This is an optimization exercise on Yosys and OpenROAD, whose aim is small area, not a production implementation.
At most, simulation tests tie the RTL to the original design; equivalence was not proved.

// top
module top (
    input clk,
    input rst_n,
    input [7:0] pixel_in,
    input pixel_valid,
    output [6:0] hex,
    output finish,
    output signed [11:0] score0,
    output signed [11:0] score1
);
For scale: about 1400 flip-flops, ~43 I/O pins, ~86000 um^2 of cells after synthesis.
Settings: LEC_CHECK=0, CAP_MARGIN=20, CORE_MARGIN=2, CORE_UTILIZATION=40, CTS_BUF_LIST=sky130_fd_sc_hd__clkbuf_16, CTS_CLUSTER_DIAMETER=100, CTS_CLUSTER_SIZE=24, SLEW_MARGIN=20; clock period 13.0 ns.
run.sh (not shown) runs the stock make flow with config.mk's settings and CLKGATE_MAP_FILE= SYNTH_SCRIPT=/design/flow/synth_recipe.tcl, a recipe that flattens the netlist after the stock synthesis.
Edit:
--- a/flow/config.mk
+++ b/flow/config.mk
@@ -10,5 +10,5 @@
 export CORE_UTILIZATION = 40
 export CTS_BUF_LIST = sky130_fd_sc_hd__clkbuf_16
-export CTS_CLUSTER_DIAMETER = 100
-export CTS_CLUSTER_SIZE = 24
+export CTS_CLUSTER_DIAMETER = 110
+export CTS_CLUSTER_SIZE = 28
 export SLEW_MARGIN = 20
- The changed run finished with timing, DRC and antenna clean
- final cell count barely changes
- worst setup slack is better by 7.5 ps
- routed wire length is about the same
- maximum frequency barely changes
- hold slack is better by 9.6 ps
- utilization fell by 0.19 points
- global-route usage fell by 0.11 points

========
top, a different RTL version from the one above (not shown whole).
Size: roughly 6,700 cells after synthesis, about 1,400 flip-flops, ~43 I/O pins, roughly 86,000 µm² of cells after synthesis.
==> flow/config.mk <==
export PLATFORM = sky130hd
export DESIGN_NAME = top
export DESIGN_NICKNAME = top
export VERILOG_FILES = /design/flow/design.v
export SDC_FILE = /design/flow/constraint.sdc
export NUM_CORES = 8
export LEC_CHECK = 0
export CAP_MARGIN = 20
export CORE_MARGIN = 2
export CORE_UTILIZATION = 40
export CTS_BUF_LIST = sky130_fd_sc_hd__clkbuf_16
export CTS_CLUSTER_DIAMETER = 100
export CTS_CLUSTER_SIZE = 24
export SLEW_MARGIN = 20
==> flow/constraint.sdc <==
create_clock -name core_clock -period 13.0 [get_ports {clk}]
set_input_delay 2.6000 -clock core_clock [delete_from_list [all_inputs] [get_ports {clk}]]
set_output_delay 2.6000 -clock core_clock [all_outputs]
set_load 0.01 [all_outputs]
Rerun with:
--- a/flow/config.mk
+++ b/flow/config.mk
@@ -8,5 +8,5 @@
 export CAP_MARGIN = 20
 export CORE_MARGIN = 2
-export CORE_UTILIZATION = 40
+export CORE_UTILIZATION = 65
 export CTS_BUF_LIST = sky130_fd_sc_hd__clkbuf_16
 export CTS_CLUSTER_DIAMETER = 100
Result:
- The new run went through all stages and came out clean
- cell area drops slightly
- die area drops by well over a third
- wire length drops by a few percent
No functional check of the RTL was part of any run of this note.

========
top, a different RTL version from the one above (not shown whole).
For scale: about 8,700 cells after synthesis, roughly 1,300 flip-flops, ~93,000 sq um of cells after synthesis.
export LEC_CHECK = 0
export ABC_AREA = 1
export CAP_MARGIN = 20
export CORE_MARGIN = 2
export CORE_UTILIZATION = 40
export SLEW_MARGIN = 20
create_clock -name core_clock -period 13.0 [get_ports {clk}]
==> next run, changes <==
GPL_TIMING_DRIVEN = 0   (was not set)
Result:
- The changed run finished but failed the layout checks on negative setup slack
- final area shrinks by about 0.6%
- die area stays the same
- clock-buffer cell count shrinks by 4
- synthesized cell count does not change
- global-route usage grows by 2.3 points
- maximum frequency shrinks by 5.4%
- wire length grows by 9.6%
- clock skew shrinks by 0.038 ns
- setup slack loses 0.71 ns
==> next run, changes <==
ABC_AREA = not set   (was 1)
GPL_TIMING_DRIVEN = not set   (was 0)
Result: The changed run completed without violations; die area came out higher by 2.4%; global-route usage came out lower by 1.1 points; worst hold slack improved by 0.0083 ns; sequential share of layout area came out lower by 1.1 points; cell area came out higher by 3.1%; register-to-register slack improved by 0.53 ns; clock-buffer cell count came out higher by 7; worst setup slack improved by 0.53 ns; non-clock buffer count came out higher by 344.
No functional check of the RTL was part of any run of this note.

==> port drivers added, routing unchanged <==
The flow's constraints put no driver on any port. The routed layouts listed below were extracted and timed again, unchanged, in two steps. Step 1 sets driving cells, clkbuf_16 on the clock port and buf_2 on the other inputs (assumed; they add their load-dependent delay and slew). Step 2 adds t to the input delays and takes it off the output delays; t is the mean of the earliest and latest rising clock arrival at the registers after step 1. Input paths then give back, and output paths get back, about the clock's delay inside the block. Slacks: no drivers / after step 1 / after step 2; pairs: no drivers / after step 1.
run	t, ns	setup WS [ns]	worst setup path at the end	latest minus earliest clock arrival (ns)	worst slew at a driven data input, ns
the first run of note 1	0.799	2.044 / 2.044 / 2.044	register to register	0.074 / 0.074	0.08
the second run of note 1	0.835	2.052 / 2.052 / 2.052	register to register	0.067 / 0.067	0.08
the first run of note 2	0.809	2.454 / 2.454 / 2.454	register to register	0.054 / 0.055	0.09
the second run of note 2	0.791	2.187 / 2.187 / 2.187	register to register	0.051 / 0.051	0.07
the first run of note 3	0.879	0.580 / 0.580 / 0.580	register to register	0.081 / 0.081	0.08
the second run of note 3	0.872	-0.126 / -0.126 / -0.126	register to register	0.048 / 0.048	0.05
the third run of note 3	0.855	0.408 / 0.408 / 0.408	register to register	0.055 / 0.055	0.03
